Background: an optimization exercise with open tools, aiming at small area and a short achievable clock period. Do not read the settings as production practice. RTL that was checked went through simulation tests only; none was proved equivalent to the original. For run 1, only the layout was checked, not whether the RTL still works. Power is estimated from default activity; no workload was simulated.

[flow/config.mk]
export PLATFORM = sky130hd
export DESIGN_NAME = fpu16_top
export DESIGN_NICKNAME = fpu16_top
export VERILOG_FILES = /design/flow/design.v
export SDC_FILE = /design/flow/constraint.sdc
export NUM_CORES = 4
export LEC_CHECK = 0
export ABC_AREA = 1
export CAP_MARGIN = 20
export CORE_MARGIN = 2
export CORE_UTILIZATION = 40
export SLEW_MARGIN = 20
[flow/constraint.sdc]
create_clock -name core_clock -period 8.0 [get_ports {aclk}]
set_input_delay 1.6000 -clock core_clock [delete_from_list [all_inputs] [get_ports {aclk}]]
set_output_delay 1.6000 -clock core_clock [all_outputs]
set_load 0.01 [all_outputs]
[flow/design.v]
module mul11_cs(
    input  [10:0] x,
    input  [10:0] y,
    output [21:0] r0,
    output [21:0] r1
    );
    wire w1 = x[0] & y[9] ^ x[1] & y[8];
    wire w2 = x[0] & y[9] & x[1] & y[8];
    wire w3 = x[0] & y[10] ^ x[1] & y[9] ^ x[2] & y[8];
    wire w4 = (x[0] & y[10] & x[1] & y[9]) | (x[0] & y[10] & x[2] & y[8]) | (x[1] & y[9] & x[2] & y[8]);
    wire w5 = x[3] & y[7] ^ x[4] & y[6];
    wire w6 = x[3] & y[7] & x[4] & y[6];
    wire w7 = x[1] & y[10] ^ x[2] & y[9] ^ x[3] & y[8];
    wire w8 = (x[1] & y[10] & x[2] & y[9]) | (x[1] & y[10] & x[3] & y[8]) | (x[2] & y[9] & x[3] & y[8]);
    wire w9 = x[4] & y[7] ^ x[5] & y[6];
    wire w10 = x[4] & y[7] & x[5] & y[6];
    wire w11 = x[2] & y[10] ^ x[3] & y[9] ^ x[4] & y[8];
    wire w12 = (x[2] & y[10] & x[3] & y[9]) | (x[2] & y[10] & x[4] & y[8]) | (x[3] & y[9] & x[4] & y[8]);
    wire w13 = x[0] & y[6] ^ x[1] & y[5];
    wire w14 = x[0] & y[6] & x[1] & y[5];
    wire w15 = x[0] & y[7] ^ x[1] & y[6] ^ x[2] & y[5];
    wire w16 = (x[0] & y[7] & x[1] & y[6]) | (x[0] & y[7] & x[2] & y[5]) | (x[1] & y[6] & x[2] & y[5]);
    wire w17 = x[3] & y[4] ^ x[4] & y[3];
    wire w18 = x[3] & y[4] & x[4] & y[3];
    wire w19 = x[0] & y[8] ^ x[1] & y[7] ^ x[2] & y[6];
    wire w20 = (x[0] & y[8] & x[1] & y[7]) | (x[0] & y[8] & x[2] & y[6]) | (x[1] & y[7] & x[2] & y[6]);
    wire w21 = x[3] & y[5] ^ x[4] & y[4] ^ x[5] & y[3];
    wire w22 = (x[3] & y[5] & x[4] & y[4]) | (x[3] & y[5] & x[5] & y[3]) | (x[4] & y[4] & x[5] & y[3]);
    wire w23 = x[6] & y[2] ^ x[7] & y[1];
    wire w24 = x[6] & y[2] & x[7] & y[1];
    wire w25 = w1 ^ x[2] & y[7] ^ x[3] & y[6];
    wire w26 = (w1 & x[2] & y[7]) | (w1 & x[3] & y[6]) | (x[2] & y[7] & x[3] & y[6]);
    wire w27 = x[4] & y[5] ^ x[5] & y[4] ^ x[6] & y[3];
    wire w28 = (x[4] & y[5] & x[5] & y[4]) | (x[4] & y[5] & x[6] & y[3]) | (x[5] & y[4] & x[6] & y[3]);
    wire w29 = x[7] & y[2] ^ x[8] & y[1] ^ x[9] & y[0];
    wire w30 = (x[7] & y[2] & x[8] & y[1]) | (x[7] & y[2] & x[9] & y[0]) | (x[8] & y[1] & x[9] & y[0]);
    wire w31 = w2 ^ w3 ^ w5;
    wire w32 = (w2 & w3) | (w2 & w5) | (w3 & w5);
    wire w33 = x[5] & y[5] ^ x[6] & y[4] ^ x[7] & y[3];
    wire w34 = (x[5] & y[5] & x[6] & y[4]) | (x[5] & y[5] & x[7] & y[3]) | (x[6] & y[4] & x[7] & y[3]);
    wire w35 = x[8] & y[2] ^ x[9] & y[1] ^ x[10] & y[0];
    wire w36 = (x[8] & y[2] & x[9] & y[1]) | (x[8] & y[2] & x[10] & y[0]) | (x[9] & y[1] & x[10] & y[0]);
    wire w37 = w4 ^ w6 ^ w7;
    wire w38 = (w4 & w6) | (w4 & w7) | (w6 & w7);
    wire w39 = w9 ^ x[6] & y[5] ^ x[7] & y[4];
    wire w40 = (w9 & x[6] & y[5]) | (w9 & x[7] & y[4]) | (x[6] & y[5] & x[7] & y[4]);
    wire w41 = x[8] & y[3] ^ x[9] & y[2] ^ x[10] & y[1];
    wire w42 = (x[8] & y[3] & x[9] & y[2]) | (x[8] & y[3] & x[10] & y[1]) | (x[9] & y[2] & x[10] & y[1]);
    wire w43 = w8 ^ w10 ^ w11;
    wire w44 = (w8 & w10) | (w8 & w11) | (w10 & w11);
    wire w45 = x[5] & y[7] ^ x[6] & y[6] ^ x[7] & y[5];
    wire w46 = (x[5] & y[7] & x[6] & y[6]) | (x[5] & y[7] & x[7] & y[5]) | (x[6] & y[6] & x[7] & y[5]);
    wire w47 = x[8] & y[4] ^ x[9] & y[3] ^ x[10] & y[2];
    wire w48 = (x[8] & y[4] & x[9] & y[3]) | (x[8] & y[4] & x[10] & y[2]) | (x[9] & y[3] & x[10] & y[2]);
    wire w49 = w12 ^ x[3] & y[10] ^ x[4] & y[9];
    wire w50 = (w12 & x[3] & y[10]) | (w12 & x[4] & y[9]) | (x[3] & y[10] & x[4] & y[9]);
    wire w51 = x[5] & y[8] ^ x[6] & y[7] ^ x[7] & y[6];
    wire w52 = (x[5] & y[8] & x[6] & y[7]) | (x[5] & y[8] & x[7] & y[6]) | (x[6] & y[7] & x[7] & y[6]);
    wire w53 = x[8] & y[5] ^ x[9] & y[4] ^ x[10] & y[3];
    wire w54 = (x[8] & y[5] & x[9] & y[4]) | (x[8] & y[5] & x[10] & y[3]) | (x[9] & y[4] & x[10] & y[3]);
    wire w55 = x[4] & y[10] ^ x[5] & y[9] ^ x[6] & y[8];
    wire w56 = (x[4] & y[10] & x[5] & y[9]) | (x[4] & y[10] & x[6] & y[8]) | (x[5] & y[9] & x[6] & y[8]);
    wire w57 = x[7] & y[7] ^ x[8] & y[6] ^ x[9] & y[5];
    wire w58 = (x[7] & y[7] & x[8] & y[6]) | (x[7] & y[7] & x[9] & y[5]) | (x[8] & y[6] & x[9] & y[5]);
    wire w59 = x[5] & y[10] ^ x[6] & y[9] ^ x[7] & y[8];
    wire w60 = (x[5] & y[10] & x[6] & y[9]) | (x[5] & y[10] & x[7] & y[8]) | (x[6] & y[9] & x[7] & y[8]);
    wire w61 = x[0] & y[4] ^ x[1] & y[3];
    wire w62 = x[0] & y[4] & x[1] & y[3];
    wire w63 = x[0] & y[5] ^ x[1] & y[4] ^ x[2] & y[3];
    wire w64 = (x[0] & y[5] & x[1] & y[4]) | (x[0] & y[5] & x[2] & y[3]) | (x[1] & y[4] & x[2] & y[3]);
    wire w65 = x[3] & y[2] ^ x[4] & y[1];
    wire w66 = x[3] & y[2] & x[4] & y[1];
    wire w67 = w13 ^ x[2] & y[4] ^ x[3] & y[3];
    wire w68 = (w13 & x[2] & y[4]) | (w13 & x[3] & y[3]) | (x[2] & y[4] & x[3] & y[3]);
    wire w69 = x[4] & y[2] ^ x[5] & y[1] ^ x[6] & y[0];
    wire w70 = (x[4] & y[2] & x[5] & y[1]) | (x[4] & y[2] & x[6] & y[0]) | (x[5] & y[1] & x[6] & y[0]);
    wire w71 = w14 ^ w15 ^ w17;
    wire w72 = (w14 & w15) | (w14 & w17) | (w15 & w17);
    wire w73 = x[5] & y[2] ^ x[6] & y[1] ^ x[7] & y[0];
    wire w74 = (x[5] & y[2] & x[6] & y[1]) | (x[5] & y[2] & x[7] & y[0]) | (x[6] & y[1] & x[7] & y[0]);
    wire w75 = w16 ^ w18 ^ w19;
    wire w76 = (w16 & w18) | (w16 & w19) | (w18 & w19);
    wire w77 = w21 ^ w23 ^ x[8] & y[0];
    wire w78 = (w21 & w23) | (w21 & x[8] & y[0]) | (w23 & x[8] & y[0]);
    wire w79 = w20 ^ w22 ^ w24;
    wire w80 = (w20 & w22) | (w20 & w24) | (w22 & w24);
    wire w81 = w25 ^ w27 ^ w29;
    wire w82 = (w25 & w27) | (w25 & w29) | (w27 & w29);
    wire w83 = w26 ^ w28 ^ w30;
    wire w84 = (w26 & w28) | (w26 & w30) | (w28 & w30);
    wire w85 = w31 ^ w33 ^ w35;
    wire w86 = (w31 & w33) | (w31 & w35) | (w33 & w35);
    wire w87 = w32 ^ w34 ^ w36;
    wire w88 = (w32 & w34) | (w32 & w36) | (w34 & w36);
    wire w89 = w37 ^ w39 ^ w41;
    wire w90 = (w37 & w39) | (w37 & w41) | (w39 & w41);
    wire w91 = w38 ^ w40 ^ w42;
    wire w92 = (w38 & w40) | (w38 & w42) | (w40 & w42);
    wire w93 = w43 ^ w45 ^ w47;
    wire w94 = (w43 & w45) | (w43 & w47) | (w45 & w47);
    wire w95 = w44 ^ w46 ^ w48;
    wire w96 = (w44 & w46) | (w44 & w48) | (w46 & w48);
    wire w97 = w49 ^ w51 ^ w53;
    wire w98 = (w49 & w51) | (w49 & w53) | (w51 & w53);
    wire w99 = w50 ^ w52 ^ w54;
    wire w100 = (w50 & w52) | (w50 & w54) | (w52 & w54);
    wire w101 = w55 ^ w57 ^ x[10] & y[4];
    wire w102 = (w55 & w57) | (w55 & x[10] & y[4]) | (w57 & x[10] & y[4]);
    wire w103 = w56 ^ w58 ^ w59;
    wire w104 = (w56 & w58) | (w56 & w59) | (w58 & w59);
    wire w105 = x[8] & y[7] ^ x[9] & y[6] ^ x[10] & y[5];
    wire w106 = (x[8] & y[7] & x[9] & y[6]) | (x[8] & y[7] & x[10] & y[5]) | (x[9] & y[6] & x[10] & y[5]);
    wire w107 = w60 ^ x[6] & y[10] ^ x[7] & y[9];
    wire w108 = (w60 & x[6] & y[10]) | (w60 & x[7] & y[9]) | (x[6] & y[10] & x[7] & y[9]);
    wire w109 = x[8] & y[8] ^ x[9] & y[7] ^ x[10] & y[6];
    wire w110 = (x[8] & y[8] & x[9] & y[7]) | (x[8] & y[8] & x[10] & y[6]) | (x[9] & y[7] & x[10] & y[6]);
    wire w111 = x[7] & y[10] ^ x[8] & y[9] ^ x[9] & y[8];
    wire w112 = (x[7] & y[10] & x[8] & y[9]) | (x[7] & y[10] & x[9] & y[8]) | (x[8] & y[9] & x[9] & y[8]);
    wire w113 = x[0] & y[3] ^ x[1] & y[2];
    wire w114 = x[0] & y[3] & x[1] & y[2];
    wire w115 = w61 ^ x[2] & y[2] ^ x[3] & y[1];
    wire w116 = (w61 & x[2] & y[2]) | (w61 & x[3] & y[1]) | (x[2] & y[2] & x[3] & y[1]);
    wire w117 = w62 ^ w63 ^ w65;
    wire w118 = (w62 & w63) | (w62 & w65) | (w63 & w65);
    wire w119 = w64 ^ w66 ^ w67;
    wire w120 = (w64 & w66) | (w64 & w67) | (w66 & w67);
    wire w121 = w68 ^ w70 ^ w71;
    wire w122 = (w68 & w70) | (w68 & w71) | (w70 & w71);
    wire w123 = w72 ^ w74 ^ w75;
    wire w124 = (w72 & w74) | (w72 & w75) | (w74 & w75);
    wire w125 = w76 ^ w78 ^ w79;
    wire w126 = (w76 & w78) | (w76 & w79) | (w78 & w79);
    wire w127 = w80 ^ w82 ^ w83;
    wire w128 = (w80 & w82) | (w80 & w83) | (w82 & w83);
    wire w129 = w84 ^ w86 ^ w87;
    wire w130 = (w84 & w86) | (w84 & w87) | (w86 & w87);
    wire w131 = w88 ^ w90 ^ w91;
    wire w132 = (w88 & w90) | (w88 & w91) | (w90 & w91);
    wire w133 = w92 ^ w94 ^ w95;
    wire w134 = (w92 & w94) | (w92 & w95) | (w94 & w95);
    wire w135 = w96 ^ w98 ^ w99;
    wire w136 = (w96 & w98) | (w96 & w99) | (w98 & w99);
    wire w137 = w100 ^ w102 ^ w103;
    wire w138 = (w100 & w102) | (w100 & w103) | (w102 & w103);
    wire w139 = w104 ^ w106 ^ w107;
    wire w140 = (w104 & w106) | (w104 & w107) | (w106 & w107);
    wire w141 = w108 ^ w110 ^ w111;
    wire w142 = (w108 & w110) | (w108 & w111) | (w110 & w111);
    wire w143 = w112 ^ x[8] & y[10] ^ x[9] & y[9];
    wire w144 = (w112 & x[8] & y[10]) | (w112 & x[9] & y[9]) | (x[8] & y[10] & x[9] & y[9]);
    wire w145 = x[0] & y[2] ^ x[1] & y[1];
    wire w146 = x[0] & y[2] & x[1] & y[1];
    wire w147 = w113 ^ x[2] & y[1] ^ x[3] & y[0];
    wire w148 = (w113 & x[2] & y[1]) | (w113 & x[3] & y[0]) | (x[2] & y[1] & x[3] & y[0]);
    wire w149 = w114 ^ w115 ^ x[4] & y[0];
    wire w150 = (w114 & w115) | (w114 & x[4] & y[0]) | (w115 & x[4] & y[0]);
    wire w151 = w116 ^ w117 ^ x[5] & y[0];
    wire w152 = (w116 & w117) | (w116 & x[5] & y[0]) | (w117 & x[5] & y[0]);
    wire w153 = w118 ^ w119 ^ w69;
    wire w154 = (w118 & w119) | (w118 & w69) | (w119 & w69);
    wire w155 = w120 ^ w121 ^ w73;
    wire w156 = (w120 & w121) | (w120 & w73) | (w121 & w73);
    wire w157 = w122 ^ w123 ^ w77;
    wire w158 = (w122 & w123) | (w122 & w77) | (w123 & w77);
    wire w159 = w124 ^ w125 ^ w81;
    wire w160 = (w124 & w125) | (w124 & w81) | (w125 & w81);
    wire w161 = w126 ^ w127 ^ w85;
    wire w162 = (w126 & w127) | (w126 & w85) | (w127 & w85);
    wire w163 = w128 ^ w129 ^ w89;
    wire w164 = (w128 & w129) | (w128 & w89) | (w129 & w89);
    wire w165 = w130 ^ w131 ^ w93;
    wire w166 = (w130 & w131) | (w130 & w93) | (w131 & w93);
    wire w167 = w132 ^ w133 ^ w97;
    wire w168 = (w132 & w133) | (w132 & w97) | (w133 & w97);
    wire w169 = w134 ^ w135 ^ w101;
    wire w170 = (w134 & w135) | (w134 & w101) | (w135 & w101);
    wire w171 = w136 ^ w137 ^ w105;
    wire w172 = (w136 & w137) | (w136 & w105) | (w137 & w105);
    wire w173 = w138 ^ w139 ^ w109;
    wire w174 = (w138 & w139) | (w138 & w109) | (w139 & w109);
    wire w175 = w140 ^ w141 ^ x[10] & y[7];
    wire w176 = (w140 & w141) | (w140 & x[10] & y[7]) | (w141 & x[10] & y[7]);
    wire w177 = w142 ^ w143 ^ x[10] & y[8];
    wire w178 = (w142 & w143) | (w142 & x[10] & y[8]) | (w143 & x[10] & y[8]);
    wire w179 = w144 ^ x[9] & y[10] ^ x[10] & y[9];
    wire w180 = (w144 & x[9] & y[10]) | (w144 & x[10] & y[9]) | (x[9] & y[10] & x[10] & y[9]);
    assign r0 = {1'b0, w180, w178, w176, w174, w172, w170, w168, w166, w164, w162, w160, w158, w156, w154, w152, w150, w148, w146, w145, x[0] & y[1], x[0] & y[0]};
    assign r1 = {1'b0, x[10] & y[10], w179, w177, w175, w173, w171, w169, w167, w165, w163, w161, w159, w157, w155, w153, w151, w149, w147, x[2] & y[0], x[1] & y[0], 1'b0};
endmodule
module lzc12(
    input  [11:0] op,
    output [3:0]  cnt
    );
    assign cnt =
        op[11] ? 4'd0 : op[10] ? 4'd1 : op[9] ? 4'd2 : op[8] ? 4'd3 :
        op[7] ? 4'd4 : op[6] ? 4'd5 : op[5] ? 4'd6 : op[4] ? 4'd7 :
        op[3] ? 4'd8 : op[2] ? 4'd9 : op[1] ? 4'd10 : op[0] ? 4'd11 : 4'd12;
endmodule
module tzc11(
    input  [10:0] op,
    output [3:0]  cnt
    );
    assign cnt =
        op[0] ? 4'd0 : op[1] ? 4'd1 : op[2] ? 4'd2 : op[3] ? 4'd3 :
        op[4] ? 4'd4 : op[5] ? 4'd5 : op[6] ? 4'd6 : op[7] ? 4'd7 :
        op[8] ? 4'd8 : op[9] ? 4'd9 : op[10] ? 4'd10 : 4'd11;
endmodule
module fpu_cmp_core(
    input  [15:0] a,
    input  [15:0] b,
    output        ge
    );
    wire gt, eq;
    mag_cmp15 u_mag(.x(a[14:0]), .y(b[14:0]), .gt(gt), .eq(eq));
    assign ge = (a[15] ^ b[15]) ? ~a[15] : (a[15] ? ~gt : (gt | eq));
endmodule
module mag_cmp15(
    input  [14:0] x,
    input  [14:0] y,
    output        gt,
    output        eq
    );
    wire [15:0] g0 = {1'b0, x & ~y};
    wire [15:0] e0 = {1'b1, ~(x ^ y)};
    wire [7:0] g1, e1;
    wire [3:0] g2, e2;
    wire [1:0] g3, e3;
    genvar i;
    generate
        for (i = 0; i < 8; i = i + 1) begin : l1
            assign g1[i] = g0[2*i+1] | (e0[2*i+1] & g0[2*i]);
            assign e1[i] = e0[2*i+1] & e0[2*i];
        end
        for (i = 0; i < 4; i = i + 1) begin : l2
            assign g2[i] = g1[2*i+1] | (e1[2*i+1] & g1[2*i]);
            assign e2[i] = e1[2*i+1] & e1[2*i];
        end
        for (i = 0; i < 2; i = i + 1) begin : l3
            assign g3[i] = g2[2*i+1] | (e2[2*i+1] & g2[2*i]);
            assign e3[i] = e2[2*i+1] & e2[2*i];
        end
    endgenerate
    assign gt = g3[1] | (e3[1] & g3[0]);
    assign eq = e3[1] & e3[0];
endmodule
module fpu16_top(
    input         aclk,
    input  [15:0] a,
    input  [15:0] b,
    input         a_valid,
    input         b_valid,
    output [15:0] add_result,
    output        add_valid,
    output [15:0] sub_result,
    output        sub_valid,
    output [15:0] mul_result,
    output        mul_valid,
    output [7:0]  cmp_result,
    output        cmp_valid
    );
    reg v0, v1, v2, v3, v4, v5;
    always @(posedge aclk) begin
        v0 <= a_valid & b_valid;
        v1 <= v0; v2 <= v1; v3 <= v2; v4 <= v3; v5 <= v4;
    end
    reg [15:0] a0, b0;
    reg cmp_q;
    wire ge;
    fpu_cmp_core u_cmp(.a(a), .b(b), .ge(ge));
    always @(posedge aclk) begin
        a0 <= a;
        b0 <= b;
        cmp_q <= ge;
    end
    assign cmp_result = {7'b0, cmp_q};
    assign cmp_valid = v0;
    wire a_gt, a_eq;
    mag_cmp15 u_agt(.x(a0[14:0]), .y(b0[14:0]), .gt(a_gt), .eq(a_eq));
    wire h_a0 = |a0[14:10];
    wire h_b0 = |b0[14:10];
    wire [4:0] ea1 = {a0[14:11], a0[10] | ~h_a0};
    wire [4:0] eb1 = {b0[14:11], b0[10] | ~h_b0};
    wire [4:0] dab = ea1 - eb1;
    wire [4:0] dba = eb1 - ea1;
    wire [3:0] dab_c = (dab > 5'd14) ? 4'd14 : dab[3:0];
    wire [3:0] dba_c = (dba > 5'd14) ? 4'd14 : dba[3:0];
    reg [14:0] l1, s1;
    reg ls1, es1, fs1, hl1, hs1;
    reg [3:0] d1;
    always @(posedge aclk) begin
        l1  <= a_gt ? a0[14:0] : b0[14:0];
        s1  <= a_gt ? b0[14:0] : a0[14:0];
        ls1 <= a_gt ? a0[15] : b0[15];
        es1 <= a0[15] ^ b0[15];
        fs1 <= a_gt ? a0[15] : ~b0[15];
        hl1 <= a_gt ? h_a0 : h_b0;
        hs1 <= a_gt ? h_b0 : h_a0;
        d1  <= a_gt ? dab_c : dba_c;
    end
    wire [13:0] s_ext = {hs1, s1[9:0], 3'b0};
    wire [13:0] s_shr = s_ext >> d1;
    wire [13:0] s_lost = s_ext & ~(14'h3fff << d1);
    reg [14:0] l2;
    reg [13:0] sal2;
    reg ls2, es2, fs2, hl2, pani2, bz2;
    always @(posedge aclk) begin
        l2    <= l1;
        sal2  <= {s_shr[13:1], s_shr[0] | (|s_lost)};
        ls2   <= ls1;
        es2   <= es1;
        fs2   <= fs1;
        hl2   <= hl1;
        pani2 <= es1 & (&s1[14:10]) & ~(|l1[9:0]) & ~(|s1[9:0]);
        bz2   <= ~hl1 & ~(|l1[9:0]);
    end
    wire linf2 = &l2[14:10];
    wire [13:0] sal_e = linf2 ? 14'b0 : sal2;
    wire [13:0] l_ext = {hl2, l2[9:0], 3'b0};
    reg [14:0] ps3;
    reg [13:0] ms3;
    reg [4:0] le3;
    reg linf3, ls3, es3, fs3, pani3, bz3;
    always @(posedge aclk) begin
        ps3   <= {1'b0, l_ext} + {1'b0, sal_e};
        ms3   <= l_ext - sal_e;
        le3   <= {l2[14:11], l2[10] | ~hl2};
        linf3 <= linf2;
        ls3   <= ls2;
        es3   <= es2;
        fs3   <= fs2;
        pani3 <= pani2;
        bz3   <= bz2;
    end
    wire p_nf = ps3[14];
    wire [9:0] p_fr = p_nf ? ps3[13:4] : ps3[12:3];
    wire p_g  = p_nf ? ps3[3] : ps3[2];
    wire p_r  = p_nf ? ps3[2] : ps3[1];
    wire p_st = p_nf ? (ps3[1] | ps3[0]) : ps3[0];
    wire [4:0] p_e = p_nf ? le3 + 5'd1 : (ps3[13] ? le3 : 5'd0);
    wire p_inc = p_g & (p_r | p_st | p_fr[0]);
    wire [10:0] m_force = (le3 >= 5'd12) ? 11'b0 : (11'b1 << (5'd11 - le3));
    wire [10:0] m_top = ms3[13:3] | m_force;
    wire [3:0] m_sh =
        m_top[10] ? 4'd0 : m_top[9] ? 4'd1 : m_top[8] ? 4'd2 : m_top[7] ? 4'd3 :
        m_top[6] ? 4'd4 : m_top[5] ? 4'd5 : m_top[4] ? 4'd6 : m_top[3] ? 4'd7 :
        m_top[2] ? 4'd8 : m_top[1] ? 4'd9 : m_top[0] ? 4'd10 : 4'd11;
    wire [13:0] m_n = ms3 << m_sh;
    wire [4:0] m_e = m_n[13] ? le3 - {1'b0, m_sh} : 5'd0;
    wire m_inc = (m_sh == 4'd0) ? ms3[2] & (ms3[1] | ms3[0] | ms3[3]) :
                 (m_sh == 4'd1) ? ms3[1] & (ms3[0] | ms3[2]) : 1'b0;
    reg [14:0] pv4, mv4;
    reg pinc4, minc4, mz4, linf4, ls4, es4, fs4, pani4, bz4;
    always @(posedge aclk) begin
        pv4   <= {p_e, p_fr};
        pinc4 <= p_inc;
        mv4   <= {m_e, m_n[12:3]};
        minc4 <= m_inc;
        mz4   <= ~(|ms3);
        linf4 <= linf3;
        ls4   <= ls3;
        es4   <= es3;
        fs4   <= fs3;
        pani4 <= pani3;
        bz4   <= bz3;
    end
    wire [14:0] p_rnd = pv4 + pinc4;
    wire [14:0] m_rnd = mv4 + minc4;
    wire [14:0] p_res = ((&p_rnd[14:10]) & ~linf4) ? 15'h7c00 : p_rnd;
    wire [14:0] m_res = ((&m_rnd[14:10]) & ~linf4) ? 15'h7c00 : m_rnd;
    wire [14:0] add_mag = es4 ? m_res : p_res;
    wire [14:0] sub_mag = es4 ? p_res : m_res;
    wire zs = bz4 & ls4 & ~es4;
    wire [15:0] add_c = pani4 ? 16'hfe00 : bz4 ? {zs, 15'b0} :
                        (es4 & mz4) ? 16'b0 : {ls4, add_mag};
    wire [15:0] sub_c = pani4 ? 16'hfe00 : bz4 ? {zs, 15'b0} :
                        (~es4 & mz4) ? 16'b0 : {fs4, sub_mag};
    reg [15:0] add_q, sub_q;
    reg add_vq, sub_vq;
    always @(posedge aclk) begin
        add_q  <= add_c;
        sub_q  <= sub_c;
        add_vq <= v4 & ~(&add_c[14:10]);
        sub_vq <= v4 & ~(&sub_c[14:10]);
    end
    assign add_result = add_q;
    assign add_valid = add_vq;
    assign sub_result = sub_q;
    assign sub_valid = sub_vq;
    wire [10:0] m_x = {hl1, l1[9:0]};
    wire [10:0] m_y = {hs1, s1[9:0]};
    wire [21:0] cs0, cs1;
    mul11_cs u_mul(.x(m_x), .y(m_y), .r0(cs0), .r1(cs1));
    wire [3:0] tz_x, tz_y;
    tzc11 u_tzx(m_x, tz_x);
    tzc11 u_tzy(m_y, tz_y);
    reg [21:0] cs0_2, cs1_2;
    reg [6:0] t2;
    reg [4:0] tz2;
    reg msg2, nan2, psel2, zero2;
    always @(posedge aclk) begin
        cs0_2 <= cs0;
        cs1_2 <= cs1;
        t2    <= {2'b0, l1[14:11], l1[10] | ~hl1} + {2'b0, s1[14:11], s1[10] | ~hs1} - 7'd15;
        tz2   <= tz_x + tz_y;
        msg2  <= es1;
        nan2  <= &l1[14:10];
        psel2 <= (&s1[14:10]) & (ls1 ^ fs1);
        zero2 <= ~hs1 & ~(|s1[9:0]);
    end
    wire [21:0] q_sum = cs0_2 + cs1_2;
    wire [9:0] payload = psel2 ? sal2[12:3] : l2[9:0];
    reg [21:0] q3;
    reg [6:0] t3;
    reg [4:0] tz3;
    reg msg3, nan3, zero3;
    always @(posedge aclk) begin
        q3    <= nan2 ? {2'b01, payload, 10'b0} : q_sum;
        t3    <= t2;
        tz3   <= tz2;
        msg3  <= msg2;
        nan3  <= nan2;
        zero3 <= zero2;
    end
    wire [3:0] lq;
    lzc12 u_lq(q3[21:10], lq);
    wire normal = ~t3[6] & (t3[5:0] >= {2'b0, lq});
    wire [6:0] tzq = {2'b0, tz3} + {3'b0, lq};
    wire [6:0] tzt = {2'b0, tz3} + t3;
    reg [21:0] q4;
    reg [6:0] l4, e4;
    reg normal4, st4, msg4, nan4, zero4;
    always @(posedge aclk) begin
        q4      <= q3;
        l4      <= normal ? {3'b0, lq} : t3;
        e4      <= t3 + 7'd1 - {3'b0, lq};
        normal4 <= normal;
        st4     <= normal ? (tzq <= 7'd9) : ($signed(tzt) <= 9);
        msg4    <= msg3;
        nan4    <= nan3;
        zero4   <= zero3;
    end
    wire [32:0] q_pad = {q4, 11'b0};
    wire [6:0] q_sh = 7'd11 - l4;
    wire [32:0] q_z = q_pad >> q_sh[4:0];
    wire [11:0] win = q_z[21:10];
    reg [10:0] mant5;
    reg [6:0] e5;
    reg inc5, normal5, msg5, nan5, zero5;
    always @(posedge aclk) begin
        mant5   <= win[11:1];
        inc5    <= win[0] & (st4 | win[1]);
        e5      <= e4;
        normal5 <= normal4;
        msg5    <= msg4;
        nan5    <= nan4;
        zero5   <= zero4;
    end
    wire [11:0] mr = {1'b0, mant5} + inc5;
    wire [6:0] ef = e5 + mr[11];
    wire ovf = normal5 & ($signed(ef) > 30);
    wire [4:0] field = normal5 ? ef[4:0] : {4'b0, mr[10]};
    wire [15:0] mul_c = nan5 ? {msg5, 5'b11111, mr[9:0]} : zero5 ? {msg5, 15'b0} :
                        ovf ? {msg5, 5'b11111, 10'b0} : {msg5, field, mr[9:0]};
    wire mul_err = nan5 | (ovf & ~zero5);
    reg [15:0] mul_q;
    reg mul_vq;
    always @(posedge aclk) begin
        mul_q  <= mul_c;
        mul_vq <= v5 & ~mul_err;
    end
    assign mul_result = mul_q;
    assign mul_valid = mul_vq;
endmodule
[flow/flow/run.sh]
#!/bin/bash
# The standard layout, with stronger port buffers and a tighter setup repair target.
set -euo pipefail
bash standard.sh SETUP_SLACK_MARGIN=5.3 "BUFFER_PORTS_ARGS=-buffer_cell sky130_fd_sc_hd__buf_4" finish > standard.log 2>&1
[flow/standard.sh]
#!/bin/bash
# synth_recipe.tcl (not shown) runs the flow's synth.tcl, then flattens the netlist and writes it again
# the make line also repeats each setting of config.mk as NAME=value (left out here)
make -C /OpenROAD-flow-scripts/flow DESIGN_CONFIG=/design/flow/config.mk WORK_HOME=/design/flow/orfs CLKGATE_MAP_FILE= SYNTH_SCRIPT=/design/flow/synth_recipe.tcl "${@:-finish}"
==> impl_metrics.py, run 1 <==
metrics = {
    "synth": {
        "yosysMostFrequentCell": "nand2_1",
        "synth_compound_area_share_pct": 14.0,
        "netlist_instances": 2594,
        "synth_edf_count": 0,
        "syn_area_per_cell_sq_um": 7.82,
        "synth_top_family_by_area": "simple AND/OR/NAND/NOR gates",
        "synth_top_area_share_pct": 39.0,
        "netlist-cell-type-count": 63,
        "synthArstFlopShare_pct": 0,
        "synth_warnings": 1,
        "synthSimpleGateAreaFrac_pct": 19.3,
        "yosysTopAreaCell": "dfxtp_1",
        "synthXorXnorAreaFrac_pct": 4.92,
        "ys_top_cells_by_count": "nand2_1, dfxtp_1, inv_1, o21ai_0, nor2_1",
        "synth_fa_ha_area_share_pct": 13.8,
        "synth_area_leaders": "dfxtp_1, nand2_1, ha_1",
        "ys_ff_latch": 395,
        "synth-seq-area-share_pct": 39.0,
        "ys.flop_type": "dfxtp_1",
        "muxShareOfSynthArea_pct": 0.148,
        "syn_area_sq_um": 20300,
    },
    "cts": {
        "cts_sinks": 395,
        "clkLatencyLatePin_ps": 580,
        "h-tree-depth": 2,
        "cts_tree": "built",
        "path_clk_slew_ps": 60,
        "cts_buffers": 44,
        "holdBufCountCts": 0,
        "clock_path_buffers": 3,
        "root_buffer": "clkbuf_16",
    },
    "drt": {
        "first_pass_iters": 7,
        "wirelength_um": 55400,
        "final_antenna_net_count": 0,
        "drt-initial-drc-count": 1086,
        "vias": 17400,
        "via_per_inst": 4.98,
        "wl_per_cell_um": 15.8,
        "drc_errors": 0,
    },
    "final_layout": {
        "fillers": 4711,
        "drive_gt1_share_pct": 21.8,
        "utilization_pct": 51.0,
        "area_delta_synth_final_pct": 25.8,
        "seq_area_sq_um": 8010,
        "fin_nets": 3016,
        "multi_input_area_sq_um": 11800,
    },
    "worst_hold_path": {
        "worstHoldStart": "tz2[0]",
        "hold_end": "tz3[0]",
        "hold_path_depth": 0,
        "hp-class": "reg2reg",
    },
    "grt": {
        "grt_max_degree": 47,
        "grt_pass1_wl_um": 87000,
        "grt_pass1_vias": 16900,
        "grt_overflow": 0,
        "grt_antenna_before_repair": 0,
        "grt.total_usage_pct": 20.4,
    },
    "sta": {
        "relSlewSlack_pct": 41.1,
        "hold_viol": 0,
        "max_freq_mhz": 338,
        "worst-slew-pin-transition_ps": 876,
        "post-route-min-period_ps": 2960,
        "setup_tns_ps": 0,
        "finalSetupViolations": 0,
        "fin_crit_sh_pct": 37.0,
        "fin_worst_skew_ps": 13.0,
        "slew_violations": 0,
        "rsz0062_at_grt": "yes",
    },
    "setup_path": {
        "critPathSlowestCell": "fa_2",
        "endpoint_kind": "flip-flop",
        "crit_type": "reg2reg",
        "ff2ff_setup_slack_ps": 5040,
        "arrival_ps": 3480,
        "path_cells": "buf_6, nand2_1, inv_2, nand3_4, nand2_2, xnor2_2, fa_2, fa_2, fa_2, inv_2, fa_2",
        "r2r_end": "cs1_2[13]",
        "cp_max_fo": 4,
        "reg2reg_depth": 11,
        "cp.required_ps": 8520,
        "timing.rr.start": "hs1",
        "crit_top_cell": "fa_2",
        "slowest_delay_ps": 530,
        "startpoint_type": "flip-flop",
    },
    "die": {
        "dieArea_sq_um": 52500,
        "core-area_sq_um": 50100,
        "io_pins": 95,
        "start_util_pct": 40.5,
        "fp.dieH_um": 229,
        "num_rows": 82,
        "die_w_um": 229,
    },
    "outcome": {
        "outcome": "no timing/DRC/antenna violations",
    },
    "placement": {
        "globalplace.congestion": 0.937,
        "dp_hpwl_um": 40500,
        "portBuffers": 87,
    },
    "power": {
        "power_uw": 9700,
        "powerDensity_nw_per_um2": 380,
        "ir_drop_uv": 148,
        "leakagePower_uw": 0.0119,
    },
    "run": {
        "maxCapViolCount": 0,
    },
}
## critical path, delay by kind of cell (launching register included)
kind	cells	cell delay, ps
xor gates and xnor gates	1	130
adders and majority gates	4	1860
buffers and inverters	3	280
DFF	1	370
and+or+nand+nor	3	270
## power by group
group | switching, uW | leakage [uW] | internal, uW
combinational | 2550 | 0.00784 | 1810
sequential | 519 | 0.00332 | 2680
clock | 846 | 0.000758 | 1290
total | 3920 | 0.0119 | 5780
## worst max path at each step
stage,startpoint,to,slack (ps),depth (start not counted)
after floorplan,l1[2],cs1_2[12],5210,12
after global placement,l1[3],cs1_2[13],4620,9
after detailed placement,l1[3],cs1_2[13],4580,11
after CTS,s1[9],cs1_2[11],5070,11
after global routing,mant5[0],mul_q[14],4880,19
final,hs1,cs1_2[13],5040,11
## through the flow
step / hold slack, ps / setup slack (ps) / area, sq um / instances
floorplan: 310 / 5210 / 20500 / 2600
global placement: 310 / 4620 / 21500 / 3276
detailed placement: 312 / 4580 / 21500 / 3276
CTS: 324 / 5070 / 24300 / 3443
global route: 327 / 4880 / 25500 / 3496
finish: 323 / 5040 / 25500 / 3497
## layout by cell type (no fill, tap or decap), types with 31 or more instances in the layout
cell type	instances
nand2_1	497
dfxtp_1	360
inv_1	320
o21ai_0	207
buf_4	204
nor2_1	146
a21oi_1	135
ha_1	120
nand3_1	102
xor2_1	77
clkbuf_16	45
fa_1	31
## flip-flops by register name, indices dropped and copies added, names as in the netlist, 16 cells and up
| signal | cells |
|---|---|
| mul_q | 16 |
| q3 | 22 |
| cs1_2 | 20 |
| a0 | 16 |
| b0 | 16 |
| sub_q | 16 |
| q4 | 22 |
| add_q | 16 |
| cs0_2 | 21 |
## logic make-up after synthesis
logic type / count (synthesis)
flops: 395
simple gates: 918
other cells: 1
xor+xnor: 114
buf+inv: 459
compound gates: 512
mux: 3
fa+ha+maj: 192
## timing repair
item | in CTS | in global routing
gates resized for setup | 167 | 221
buffers inserted | 83 | 50
endpoints found under the hold margin | 0 | 0
setup endpoints to repair | 74 | 97
cloned | 3 | 3
pin swaps | 53 | 99
## cell type report
class / instances / area share (%)
antenna: 1 / 0.00980
multi-input combinational: 1749 / 46.2
clock buffer: 55 / 4.76
timing repair inverter: 3 / 0.0833
timing repair buffer: 226 / 7.16
tap: 672 / 3.29
sequential: 395 / 31.4
clock inverter: 26 / 1.40
inverter: 370 / 5.74
## layer usage
layer | vias to the layer above | global-route usage, % | part of all wire (%)
met5 | - | 0 | 0
met4 | 0 | 7.91 | 3.5
met3 | 139 | 2.86 | 5.1
met2 | 499 | 35.0 | 48
met1 | 8027 | 25.8 | 43
li1 | 8756 | - | -
==> inputs of run 2 (changes only) <==
--- a/flow/design.v
+++ b/flow/design.v
@@ -302,7 +302,7 @@
     wire [13:0] s_lost = s_ext & ~(14'h3fff << d1);
     reg [14:0] l2;
     reg [13:0] sal2;
-    reg ls2, es2, fs2, hl2, pani2, bz2;
+    reg ls2, es2, fs2, hl2, linf2, pani2, bz2;
     always @(posedge aclk) begin
         l2    <= l1;
         sal2  <= {s_shr[13:1], s_shr[0] | (|s_lost)};
@@ -310,10 +310,10 @@
         es2   <= es1;
         fs2   <= fs1;
         hl2   <= hl1;
+        linf2 <= &l1[14:10];
         pani2 <= es1 & (&s1[14:10]) & ~(|l1[9:0]) & ~(|s1[9:0]);
         bz2   <= ~hl1 & ~(|l1[9:0]);
     end
-    wire linf2 = &l2[14:10];
     wire [13:0] sal_e = linf2 ? 14'b0 : sal2;
     wire [13:0] l_ext = {hl2, l2[9:0], 3'b0};
     reg [14:0] ps3;
@@ -443,22 +443,25 @@
     wire [6:0] q_sh = 7'd11 - l4;
     wire [32:0] q_z = q_pad >> q_sh[4:0];
     wire [11:0] win = q_z[21:10];
+    wire [6:0] e4p1 = e4 + 7'd1;
     reg [10:0] mant5;
-    reg [6:0] e5;
-    reg inc5, normal5, msg5, nan5, zero5;
+    reg [4:0] e5;
+    reg inc5, ovn5, ovc5, normal5, msg5, nan5, zero5;
     always @(posedge aclk) begin
         mant5   <= win[11:1];
         inc5    <= win[0] & (st4 | win[1]);
-        e5      <= e4;
+        e5      <= e4[4:0];
+        ovn5    <= normal4 & ($signed(e4) > 30);
+        ovc5    <= normal4 & ($signed(e4p1) > 30);
         normal5 <= normal4;
         msg5    <= msg4;
         nan5    <= nan4;
         zero5   <= zero4;
     end
     wire [11:0] mr = {1'b0, mant5} + inc5;
-    wire [6:0] ef = e5 + mr[11];
-    wire ovf = normal5 & ($signed(ef) > 30);
-    wire [4:0] field = normal5 ? ef[4:0] : {4'b0, mr[10]};
+    wire carry = inc5 & (&mant5);
+    wire ovf = carry ? ovc5 : ovn5;
+    wire [4:0] field = ~normal5 ? {4'b0, mr[10]} : carry ? e5 + 5'd1 : e5;
     wire [15:0] mul_c = nan5 ? {msg5, 5'b11111, mr[9:0]} : zero5 ? {msg5, 15'b0} :
                         ovf ? {msg5, 5'b11111, 10'b0} : {msg5, field, mr[9:0]};
     wire mul_err = nan5 | (ovf & ~zero5);
==> flow/run.sh (new file) <==
#!/bin/bash
# synth_recipe.tcl (not shown) runs the flow's synth.tcl, then flattens the netlist and writes it again
# the make line also repeats each setting of config.mk as NAME=value (left out here)
make -C /OpenROAD-flow-scripts/flow DESIGN_CONFIG=/design/flow/config.mk WORK_HOME=/design/flow/orfs CLKGATE_MAP_FILE= SYNTH_SCRIPT=/design/flow/synth_recipe.tcl finish
--- a/flow/config.mk
+++ b/flow/config.mk
@@ -9,4 +9,6 @@
 export CAP_MARGIN = 20
 export CORE_MARGIN = 2
 export CORE_UTILIZATION = 40
+export CTS_BUF_LIST = sky130_fd_sc_hd__clkbuf_8
+export SETUP_SLACK_MARGIN = 4.9
 export SLEW_MARGIN = 20
removed: flow/flow/run.sh
removed: flow/standard.sh
==> impl_metrics.py, run 2 <==
metrics = {
    "setup_path": {
        "path_cells": "buf_4, buf_4, nand3_1, nand2_1, xnor2_2, fa_1, fa_2, fa_1, inv_1, fa_1",
        "arrival_ps": 3580,
        "cp_top_family": "adder cells",
        "startpoint_type": "flip-flop",
        "cp.required_ps": 8510,
        "crit_type": "reg2reg",
        "endpoint_kind": "flip-flop",
        "worstSetupPathDepth": 10,
        "crit_buf_inv": 3,
        "critPathSlowestCell": "fa_1",
        "ff2ff_setup_slack_ps": 4940,
        "r2r_end": "cs1_2[13]",
        "cp_max_fo": 4,
        "timing.rr.start": "l1[2]",
        "crit_top_cell": "fa_1",
        "slowest_delay_ps": 500,
        "reg2reg_depth": 10,
    },
    "cts": {
        "cts_tree": "built",
        "root_buffer": "clkbuf_8",
        "clock_path_buffers": 3,
        "path_clk_slew_ps": 60,
        "cts_sinks": 393,
        "clkLatencyLatePin_ps": 640,
        "cts_buffers": 66,
        "holdBufCountCts": 0,
        "h-tree-depth": 3,
    },
    "placement": {
        "dp_slack_ps": 4260,
        "dp_hpwl_um": 38600,
        "dp.cells": 3315,
        "portBuffers": 87,
        "globalplace.congestion": 0.947,
    },
    "sta": {
        "rsz0062_at_grt": "yes",
        "fin_crit_sh_pct": 38.3,
        "fin_worst_skew_ps": 44.6,
        "hold_viol": 0,
        "finalSetupViolations": 0,
        "slew_violations": 0,
        "finalWorstSetupSlack_ps": 4940,
        "setup_tns_ps": 0,
        "max_freq_mhz": 326,
        "relSlewSlack_pct": 41.2,
        "worst-slew-pin-transition_ps": 881,
        "post-route-min-period_ps": 3060,
        "hold_slack_ps": 313,
    },
    "final_layout": {
        "utilization_pct": 47.1,
        "fillers": 4961,
        "reg_top3": "q3 (22), q4 (22), cs0_2 (21)",
        "final_cells": 3452,
        "final_cell_mix": "nand2_1, dfxtp_1, inv_1",
        "fin_nets": 2960,
        "layout_commonest_cell": "nand2_1",
        "drive_gt1_share_pct": 8.10,
        "area_delta_synth_final_pct": 15.9,
    },
    "power": {
        "power_frac_comb_pct": 41.9,
        "ir_drop_uv": 156,
        "p_int_uw": 5280,
        "p_sw_share_pct": 40.1,
        "p_sw_uw": 3540,
        "power.share.clock_pct": 22.4,
        "powerDensity_nw_per_um2": 374,
        "pwr-share-seq_pct": 35.7,
        "leakagePower_uw": 0.0115,
    },
    "drt": {
        "wl_per_cell_um": 14.6,
        "first_pass_iters": 5,
        "vias": 16900,
        "final_antenna_net_count": 0,
        "met1_length_um": 21900,
        "met2_wirelength_um": 24100,
        "wirelength_um": 50300,
        "met3WireLength_um": 2490,
        "drt-initial-drc-count": 746,
        "via_per_inst": 4.90,
        "highest_layer": "met4",
        "drc_errors": 0,
    },
    "synth": {
        "synth_area_leaders": "dfxtp_1, nand2_1, ha_1",
        "netlist_instances": 2634,
        "netlist-cell-type-count": 63,
        "synthArstFlopShare_pct": 0,
        "synth_top_area_share_pct": 38.6,
        "synth_edf_count": 0,
        "ys.flop_type": "dfxtp_1",
        "syn_area_sq_um": 20400,
        "ys_ff_latch": 393,
        "ys_top_cells_by_count": "nand2_1, dfxtp_1, inv_1, o21ai_0, nor2_1",
        "syn_area_per_cell_sq_um": 7.73,
        "yosysTopAreaCell": "dfxtp_1",
        "yosysMostFrequentCell": "nand2_1",
        "synth_warnings": 1,
        "synth-seq-area-share_pct": 38.6,
    },
    "die": {
        "core-area_sq_um": 50200,
        "die_w_um": 230,
        "start_util_pct": 40.6,
        "fp.dieH_um": 230,
        "dieArea_sq_um": 52700,
        "io_pins": 95,
        "num_rows": 82,
    },
    "grt": {
        "grt.total_usage_pct": 19.1,
        "grt_pass1_wl_um": 82000,
        "grt_overflow": 0,
        "grt_max_degree": 49,
        "grt_pass1_vias": 16600,
        "grt_antenna_before_repair": 1,
    },
    "worst_hold_path": {
        "hp-class": "reg2reg",
        "hold_path_depth": 0,
        "hold_end": "q4[9]",
        "worstHoldStart": "q3[9]",
    },
    "run": {
        "maxCapViolCount": 0,
    },
    "outcome": {
        "outcome": "no timing/DRC/antenna violations",
    },
}
## run 2: per-stage QoR
step                power, uW  cell area [sq um]
floorplan                5710              20400
global placement         6760              21700
detailed placement       6830              21700
CTS                      8840              23300
global route             9610              23600
finish                   8820              23600
## run 2: worst max path at each step
stage | to | slack, ps | startpoint
2_1_floorplan | cs1_2[11] | 4910 | s1[6]
3_3_place_gp | cmp_q | 4270 | b[1]
3_5_place_dp | cmp_q | 4260 | b[1]
4_1_cts | sub_result[10] | 4900 | sub_q[10]
5_1_grt | mv4[14] | 4740 | le3[3]
6_report | cs1_2[13] | 4940 | l1[2]
## run 2: kinds of logic (layout without fill, tap and decap cells)
group	count (synthesis)	count (layout)	synth area share [%]
buffers and inverters	460	598	8.73
XOR/XNOR	108	108	4.65
adder cells (fa/ha/maj)	193	193	13.8
AO/OA/AOI/OAI	497	497	13.8
other	1	8	0.0184
AND/OR/NAND/NOR	978	979	20.2
flip-flops	393	393	38.6
multiplexers	4	4	0.197
## run 2: power groups by stage
stage	Clock [uW]	Sequential, uW	Combinational, uW
2_1_floorplan	0	3000	2710
3_3_place_gp	0	3190	3580
3_5_place_dp	0	3200	3630
4_1_cts	2030	3150	3650
5_1_grt	2120	3230	4250
6_report	1970	3150	3690
## run 2: repair_timing
item / in CTS / in global routing
setup endpoints to repair: 61 / 50
buffers inserted: 11 / 9
gates cloned: 0 / 1
pin swaps: 1 / 9
gates resized for setup: 63 / 54
endpoints found under the hold margin: 0 / 0
## run 2: routing by layer
layer,track usage [%],vias up
li1,-,8690
met1,23.2,7682
met2,33.3,441
met3,3.01,112
met4,8.44,0
met5,0,-
## run 2: cell type report
cell class	count	area, sq um	share of cell area (%)
clock inverters	36	393	1.66
well taps	672	841	3.56
diodes	1	2.50	0.0106
inverters	371	1400	5.94
repair buffers	112	1050	4.46
flip-flops and latches	393	7920	33.6
multi-input cells	1788	10900	46.2
clock buffers	79	1090	4.61
## run 2: worst register-to-register path: stages, from the launching register on
cell and delay, ps:
dfxtp_4 350, buf_4 150, buf_4 150, nand3_1 120, nand2_1 100, xnor2_2 200
fa_1 480, fa_2 410, fa_1 500, inv_1 50, fa_1 430
==> inputs of run 3 (changes only) <==
--- a/flow/config.mk
+++ b/flow/config.mk
@@ -9,6 +9,5 @@
 export CAP_MARGIN = 20
 export CORE_MARGIN = 2
 export CORE_UTILIZATION = 40
-export CTS_BUF_LIST = sky130_fd_sc_hd__clkbuf_8
 export SETUP_SLACK_MARGIN = 4.9
 export SLEW_MARGIN = 20
==> impl_metrics.py, run 3 <==
metrics = {
    "outcome": {
        "outcome": "no timing/DRC/antenna violations",
    },
    "sta": {
        "relSlewSlack_pct": 39.8,
        "fin_crit_sh_pct": 38.4,
        "rsz0062_at_grt": "yes",
        "finalSetupViolations": 0,
        "slew_violations": 0,
        "max_freq_mhz": 325,
        "worst-slew-pin-transition_ps": 895,
        "post-route-min-period_ps": 3070,
        "fin_worst_skew_ps": 20.0,
        "hold_slack_ps": 324,
        "hold_viol": 0,
        "setup_tns_ps": 0,
    },
    "drt": {
        "first_pass_iters": 5,
        "wirelength_um": 50300,
        "drt-initial-drc-count": 773,
        "drc_errors": 0,
        "met2_wirelength_um": 24300,
        "met1_length_um": 21900,
        "final_antenna_net_count": 0,
        "met3WireLength_um": 2380,
        "via_per_inst": 4.91,
        "highest_layer": "met4",
        "wl_per_cell_um": 14.7,
        "vias": 16800,
    },
    "die": {
        "io_pins": 95,
        "fp.dieH_um": 230,
        "die_w_um": 230,
        "start_util_pct": 40.6,
        "dieArea_sq_um": 52700,
        "num_rows": 82,
        "core-area_sq_um": 50200,
    },
    "final_layout": {
        "reg_top3": "q3 (22), q4 (22), cs0_2 (21)",
        "seq_area_sq_um": 7930,
        "drive_gt1_share_pct": 7.04,
        "multi_input_area_sq_um": 10900,
        "layout_commonest_cell": "nand2_1",
        "area_delta_synth_final_pct": 16.0,
        "fillers": 4936,
        "final_area_sq_um": 23600,
        "final_cell_mix": "nand2_1, dfxtp_1, inv_1",
        "diodes": 0,
        "fin_nets": 2940,
    },
    "grt": {
        "grt_pass1_wl_um": 81600,
        "grt_antenna_before_repair": 1,
        "grt_pass1_vias": 16400,
        "grt_overflow": 0,
        "grt.total_usage_pct": 18.9,
        "grt_max_degree": 49,
    },
    "cts": {
        "clkLatencyLatePin_ps": 570,
        "path_clk_slew_ps": 60,
        "holdBufCountCts": 0,
        "root_buffer": "clkbuf_16",
        "cts_sinks": 393,
        "cts_tree": "built",
        "h-tree-depth": 2,
        "clock_path_buffers": 3,
        "cts_buffers": 42,
    },
    "synth": {
        "synthArstFlopShare_pct": 0,
        "ys_ff_latch": 393,
        "synth_warnings": 1,
        "synth_top_area_share_pct": 38.6,
        "yosysTopAreaCell": "dfxtp_1",
        "synth_edf_count": 0,
        "netlist_instances": 2634,
        "synth-seq-area-share_pct": 38.6,
        "syn_area_per_cell_sq_um": 7.73,
        "syn_area_sq_um": 20400,
        "netlist-cell-type-count": 63,
        "ys.flop_type": "dfxtp_1",
        "synth_area_leaders": "dfxtp_1, nand2_1, ha_1",
        "ys_top_cells_by_count": "nand2_1, dfxtp_1, inv_1, o21ai_0, nor2_1",
        "yosysMostFrequentCell": "nand2_1",
    },
    "power": {
        "p_int_uw": 5320,
        "powerDensity_nw_per_um2": 374,
        "power.share.clock_pct": 21.7,
        "leakagePower_uw": 0.0113,
        "pwr-share-seq_pct": 35.7,
        "p_sw_uw": 3520,
        "power_frac_comb_pct": 42.6,
        "ir_drop_uv": 138,
        "p_sw_share_pct": 39.8,
    },
    "setup_path": {
        "crit_buf_inv": 2,
        "endpoint_kind": "flip-flop",
        "cp.required_ps": 8420,
        "cp_top_family": "adder cells",
        "startpoint_type": "flip-flop",
        "ff2ff_setup_slack_ps": 4930,
        "arrival_ps": 3500,
        "critPathSlowestCell": "fa_1",
        "worstSetupPathDepth": 9,
        "slowest_delay_ps": 520,
        "path_cells": "buf_4, nand2_1, o21ai_0, nand2_1, fa_1, fa_2, fa_1, inv_1, fa_1",
        "reg2reg_depth": 9,
        "crit_top_cell": "fa_1",
        "cp_max_fo": 4,
        "crit_type": "reg2reg",
    },
    "placement": {
        "portBuffers": 87,
        "globalplace.congestion": 0.947,
        "place_area_sq_um": 21700,
        "dp_hpwl_um": 38600,
    },
    "worst_hold_path": {
        "hp-class": "reg2reg",
        "hold_path_depth": 0,
    },
    "run": {
        "maxCapViolCount": 0,
    },
}
==> run 3: cell counts after synthesis <==
No cell type changed its count.
==> run 3: cell type report <==
type	count	area share (%)
inverters	371	5.97
multi-input cells	1788	46.2
flip-flops and latches	393	33.6
repair buffers	116	4.83
clock buffers	57	5.08
well taps	672	3.56
clock inverters	16	0.758
==> run 3: path summary, 6_finish.rpt <==
kind | startpoint | endpoint
min reg2reg | tz2[1] | tz3[1]
min | tz2[1] | tz3[1]
max reg2reg | l1[2] | cs1_2[13]
max | l1[2] | cs1_2[13]
==> run 3: kinds of logic after synthesis <==
family	Yosys count	share of synthesized area, %
compound gates	497	13.8
xor+xnor	108	4.65
fa+ha+maj	193	13.8
buf+inv	460	8.73
flops	393	38.6
mux	4	0.197
other cells	1	0.0184
simple gates	978	20.2
==> run 3: routing by layer <==
layer	global-route usage [%]	up-vias
li1	-	8635
met1	23.3	7593
met2	33.4	422
met3	2.59	112
met4	7.12	0
met5	0	-
==> run 3: per-stage QoR <==
step                setup WS [ps]  total power (uW)  util, %  instances
finish                       4930              8840     47.1       3413
global route                 4750              9610     47.1       3413
CTS                          4900              8830     46.4       3398
detailed placement           4260              6830     43.3       3315
global placement             4270              6760     43.3       3315
floorplan                    4910              5710        -       2640
==> run 3: timing repair <==
| item | 4_1_cts | 5_1_grt |
|---|---|---|
| pin swaps | 1 | 12 |
| gates resized for setup | 37 | 61 |
| gates cloned | 0 | 2 |
| setup endpoints to repair | 33 | 40 |
| buffers inserted | 10 | 13 |
==> run 3: power by group through the flow <==
stage,clock network (uW),logic (uW),registers (uW)
after floorplan,0,2710,3000
after global placement,0,3580,3190
after detailed placement,0,3630,3200
after CTS,1970,3700,3160
after global routing,2050,4320,3240
final,1920,3760,3160
==> inputs of run 4 (changes only) <==
--- a/flow/design.v
+++ b/flow/design.v
@@ -196,15 +196,6 @@
         op[7] ? 4'd4 : op[6] ? 4'd5 : op[5] ? 4'd6 : op[4] ? 4'd7 :
         op[3] ? 4'd8 : op[2] ? 4'd9 : op[1] ? 4'd10 : op[0] ? 4'd11 : 4'd12;
 endmodule
-module tzc11(
-    input  [10:0] op,
-    output [3:0]  cnt
-    );
-    assign cnt =
-        op[0] ? 4'd0 : op[1] ? 4'd1 : op[2] ? 4'd2 : op[3] ? 4'd3 :
-        op[4] ? 4'd4 : op[5] ? 4'd5 : op[6] ? 4'd6 : op[7] ? 4'd7 :
-        op[8] ? 4'd8 : op[9] ? 4'd9 : op[10] ? 4'd10 : 4'd11;
-endmodule
 module fpu_cmp_core(
     input  [15:0] a,
     input  [15:0] b,
@@ -390,18 +381,13 @@
     wire [10:0] m_y = {hs1, s1[9:0]};
     wire [21:0] cs0, cs1;
     mul11_cs u_mul(.x(m_x), .y(m_y), .r0(cs0), .r1(cs1));
-    wire [3:0] tz_x, tz_y;
-    tzc11 u_tzx(m_x, tz_x);
-    tzc11 u_tzy(m_y, tz_y);
     reg [21:0] cs0_2, cs1_2;
     reg [6:0] t2;
-    reg [4:0] tz2;
     reg msg2, nan2, psel2, zero2;
     always @(posedge aclk) begin
         cs0_2 <= cs0;
         cs1_2 <= cs1;
         t2    <= {2'b0, l1[14:11], l1[10] | ~hl1} + {2'b0, s1[14:11], s1[10] | ~hs1} - 7'd15;
-        tz2   <= tz_x + tz_y;
         msg2  <= es1;
         nan2  <= &l1[14:10];
         psel2 <= (&s1[14:10]) & (ls1 ^ fs1);
@@ -411,12 +397,10 @@
     wire [9:0] payload = psel2 ? sal2[12:3] : l2[9:0];
     reg [21:0] q3;
     reg [6:0] t3;
-    reg [4:0] tz3;
     reg msg3, nan3, zero3;
     always @(posedge aclk) begin
         q3    <= nan2 ? {2'b01, payload, 10'b0} : q_sum;
         t3    <= t2;
-        tz3   <= tz2;
         msg3  <= msg2;
         nan3  <= nan2;
         zero3 <= zero2;
@@ -424,17 +408,14 @@
     wire [3:0] lq;
     lzc12 u_lq(q3[21:10], lq);
     wire normal = ~t3[6] & (t3[5:0] >= {2'b0, lq});
-    wire [6:0] tzq = {2'b0, tz3} + {3'b0, lq};
-    wire [6:0] tzt = {2'b0, tz3} + t3;
     reg [21:0] q4;
     reg [6:0] l4, e4;
-    reg normal4, st4, msg4, nan4, zero4;
+    reg normal4, msg4, nan4, zero4;
     always @(posedge aclk) begin
         q4      <= q3;
         l4      <= normal ? {3'b0, lq} : t3;
         e4      <= t3 + 7'd1 - {3'b0, lq};
         normal4 <= normal;
-        st4     <= normal ? (tzq <= 7'd9) : ($signed(tzt) <= 9);
         msg4    <= msg3;
         nan4    <= nan3;
         zero4   <= zero3;
@@ -443,6 +424,8 @@
     wire [6:0] q_sh = 7'd11 - l4;
     wire [32:0] q_z = q_pad >> q_sh[4:0];
     wire [11:0] win = q_z[21:10];
+    wire [22:0] below = ~({23{1'b1}} << q_sh[4:0]);
+    wire st4 = |(q4 & below[22:1]);
     wire [6:0] e4p1 = e4 + 7'd1;
     reg [10:0] mant5;
     reg [4:0] e5;
--- a/flow/config.mk
+++ b/flow/config.mk
@@ -9,5 +9,5 @@
 export CAP_MARGIN = 20
 export CORE_MARGIN = 2
 export CORE_UTILIZATION = 40
-export SETUP_SLACK_MARGIN = 4.9
+export SETUP_SLACK_MARGIN = 5.0
 export SLEW_MARGIN = 20
==> impl_metrics.py, run 4 <==
metrics = {
    "synth": {
        "netlist_instances": 2533,
        "netlist-cell-type-count": 63,
        "synth_edf_count": 0,
        "ys.flop_type": "dfxtp_1",
        "synth_area_leaders": "dfxtp_1, nand2_1, ha_1",
        "synthArstFlopShare_pct": 0,
        "syn_area_sq_um": 19700,
        "ys_top_cells_by_count": "nand2_1, dfxtp_1, inv_1, o21ai_0, nor2_1",
        "syn_area_per_cell_sq_um": 7.76,
        "synth_top_area_share_pct": 38.9,
        "synth_warnings": 1,
        "yosysMostFrequentCell": "nand2_1",
        "ys_ff_latch": 382,
        "synth-seq-area-share_pct": 38.9,
        "yosysTopAreaCell": "dfxtp_1",
    },
    "grt": {
        "gr-usage-met1_pct": 23.5,
        "grt_pass1_wl_um": 78600,
        "grt_antenna_before_repair": 0,
        "grt.total_usage_pct": 19.1,
        "use_met2_pct": 33.5,
        "grt_max_degree": 34,
        "globalRouteMet3Util_pct": 2.67,
        "grt_overflow": 0,
        "top_usage_layer": "met2",
        "grt_pass1_vias": 15800,
    },
    "cts": {
        "root_buffer": "clkbuf_16",
        "cts_buffers": 42,
        "h-tree-depth": 2,
        "cts_sinks": 382,
        "path_clk_slew_ps": 60,
        "cts_tree": "built",
        "clock_path_buffers": 3,
        "clkLatencyLatePin_ps": 570,
        "holdBufCountCts": 0,
    },
    "drt": {
        "vias": 16400,
        "drc_errors": 0,
        "final_antenna_net_count": 0,
        "via_per_inst": 4.95,
        "first_pass_iters": 8,
        "wirelength_um": 48400,
        "wl_per_cell_um": 14.6,
        "drt-initial-drc-count": 971,
    },
    "setup_path": {
        "reg2reg_depth": 9,
        "cp.required_ps": 8480,
        "endpoint_kind": "flip-flop",
        "startpoint_type": "primary input",
        "timing.rr.start": "l1[4]",
        "crit_type": "in2reg",
        "cp_max_fo": 2,
        "r2r_end": "cs1_2[15]",
        "ff2ff_setup_slack_ps": 5110,
        "arrival_ps": 3400,
    },
    "power": {
        "power_frac_comb_pct": 41.6,
        "power.share.clock_pct": 23.5,
        "ir_drop_uv": 172,
        "power_uw": 9040,
        "powerDensity_nw_per_um2": 391,
        "p_int_uw": 5440,
        "pwr-share-seq_pct": 34.9,
        "leakagePower_uw": 0.0110,
        "p_sw_uw": 3600,
        "p_sw_share_pct": 39.8,
    },
    "final_layout": {
        "layout_commonest_cell": "nand2_1",
        "final_cell_mix": "nand2_1, dfxtp_1, inv_1",
        "area_delta_synth_final_pct": 17.6,
        "fin_nets": 2826,
        "drive_gt1_share_pct": 8.55,
        "reg_top3": "q3 (22), q4 (22), cs0_2 (21)",
        "utilization_pct": 47.4,
        "diodes": 0,
    },
    "die": {
        "dieArea_sq_um": 50900,
        "die_w_um": 226,
        "core-area_sq_um": 48700,
        "start_util_pct": 40.3,
        "num_rows": 81,
        "fp.dieH_um": 226,
        "io_pins": 95,
    },
    "sta": {
        "rsz0062_at_grt": "yes",
        "finalSetupViolations": 0,
        "hold_slack_ps": 323,
        "slew_violations": 0,
        "worst-slew-pin-transition_ps": 822,
        "fin_crit_sh_pct": 36.5,
        "max_freq_mhz": 342,
        "hold_viol": 0,
        "post-route-min-period_ps": 2920,
        "setup_tns_ps": 0,
        "relSlewSlack_pct": 45.1,
        "fin_worst_skew_ps": 19.4,
    },
    "worst_hold_path": {
        "hp-class": "reg2reg",
        "worstHoldStart": "es3",
        "hold_path_depth": 0,
        "hold_end": "es4",
    },
    "placement": {
        "globalplace.congestion": 0.894,
        "portBuffers": 87,
        "dp_hpwl_um": 37200,
    },
    "outcome": {
        "outcome": "no timing/DRC/antenna violations",
    },
    "run": {
        "maxCapViolCount": 0,
    },
}
## run 4: cell types whose count changed in the layout (fill, tap and decap cells not counted), moves of 16 or more
cell,before,now
dlygate4sd2_1,0,53
clkdlybuf4s50_1,83,32
nand2_1,601,558
inv_1,358,327
a21oi_1,142,123
dfxtp_1,370,354
ha_1,136,120
## run 4: how the worst max path moves through the flow
stage / startpoint / endpoint / slack, ps / cells past startpoint
2_1_floorplan: l1[2] / cs1_2[12] / 5020 / 11
3_3_place_gp: b[1] / cmp_q / 4500 / 11
3_5_place_dp: l4[2] / inc5 / 4410 / 12
4_1_cts: l4[2] / inc5 / 4920 / 12
5_1_grt: l4[2] / inc5 / 4880 / 11
6_report: b[2] / cmp_q / 5080 / 11
## run 4: cell families after synthesis
kind of cell               after synthesis  synth area share (%)
AOI/OAI and AO/OA                      491                  14.4
xor gates and xnor gates               102                  4.55
adders and majority gates              178                  13.2
buffers and inverters                  442                  8.73
DFF                                    382                  38.9
muxes                                    7                 0.357
other                                    1                0.0191
and+or+nand+nor                        930                  19.8
## run 4: power by group through the flow
stage,Sequential [uW],Combinational [uW],Clock [uW]
floorplan,2960,2730,0
global placement,3190,3640,0
CTS,3150,3670,2180
global route,3230,4330,2250
detailed placement,3210,3680,0
finish,3160,3760,2130
## run 4: what timing repair did
| item | 4_1_cts | 5_1_grt |
|---|---|---|
| endpoints found under the setup margin | 78 | 61 |
| pin swaps | 2 | 21 |
| gates cloned | 0 | 2 |
| buffers inserted | 13 | 19 |
| resized for setup | 92 | 77 |
## run 4: per-layer routing
layer | part of all wire [%] | vias to the layer above | wire length, um
li1 | - | 8357 | -
met2 | 48 | 444 | 23200
met3 | 4.7 | 116 | 2250
met5 | 0 | - | 0
met4 | 3.2 | 0 | 1550
met1 | 44 | 7454 | 21400
## run 4: final cells by class
| type | count | area [sq um] |
|---|---|---|
| multi-input combinational | 1716 | 10600 |
| timing repair inverter | 1 | 5.00 |
| tap | 664 | 831 |
| inverter | 349 | 1330 |
| fill | 4788 | 25600 |
| clock buffer | 56 | 1210 |
| clock inverter | 18 | 334 |
| sequential | 382 | 7720 |
| timing repair buffer | 121 | 1070 |
## run 4: worst max-delay path, stage by stage
cell and delay (ps):
clkdlybuf4s50_1 470, inv_1 40, ha_1 260, nand2_1 90, nor2_1 60, a211oi_2 190, o221ai_1 160, nand2_1 100
o211ai_1 110, buf_4 160, o22ai_1 150
## run 4: metrics by stage
stage	cell area, sq um	cells	setup WS, ps
2_1_floorplan	19700	2539	5020
3_3_place_gp	21000	3199	4500
3_5_place_dp	21000	3199	4410
4_1_cts	22700	3286	4920
5_1_grt	23100	3307	4880
6_report	23100	3307	5080

re-timing with driven ports:
The flow's constraints put no driver on any port. The routed layouts listed below were extracted and timed again, unchanged, in two steps. Step 1, drivers: a clkbuf_16 drives aclk and a buf_2 each remaining input, both assumed. Step 2 also shifts input and output timing later by t, the mid clock arrival at the registers, as if the neighbouring blocks saw the same clock. a / b / c = ideal ports / drivers / drivers and shift; a / b = the first two.
run	t (ns)	setup WS [ns]	slew at the worst register clock pin (ns)
run 1	0.627	5.039 / 5.039 / 4.985	0.06 / 0.06
run 2	0.671	4.935 / 4.912 / 4.383	0.07 / 0.07
run 3	0.610	4.926 / 4.926 / 4.442	0.07 / 0.07
run 4	0.615	5.079 / 5.107 / 4.493	0.06 / 0.06
After both steps setup and hold are still met in every run listed. For run 4, which loses most, drivers alone change the setup slack by +0.028 ns; drivers and shift together by -0.586 ns.
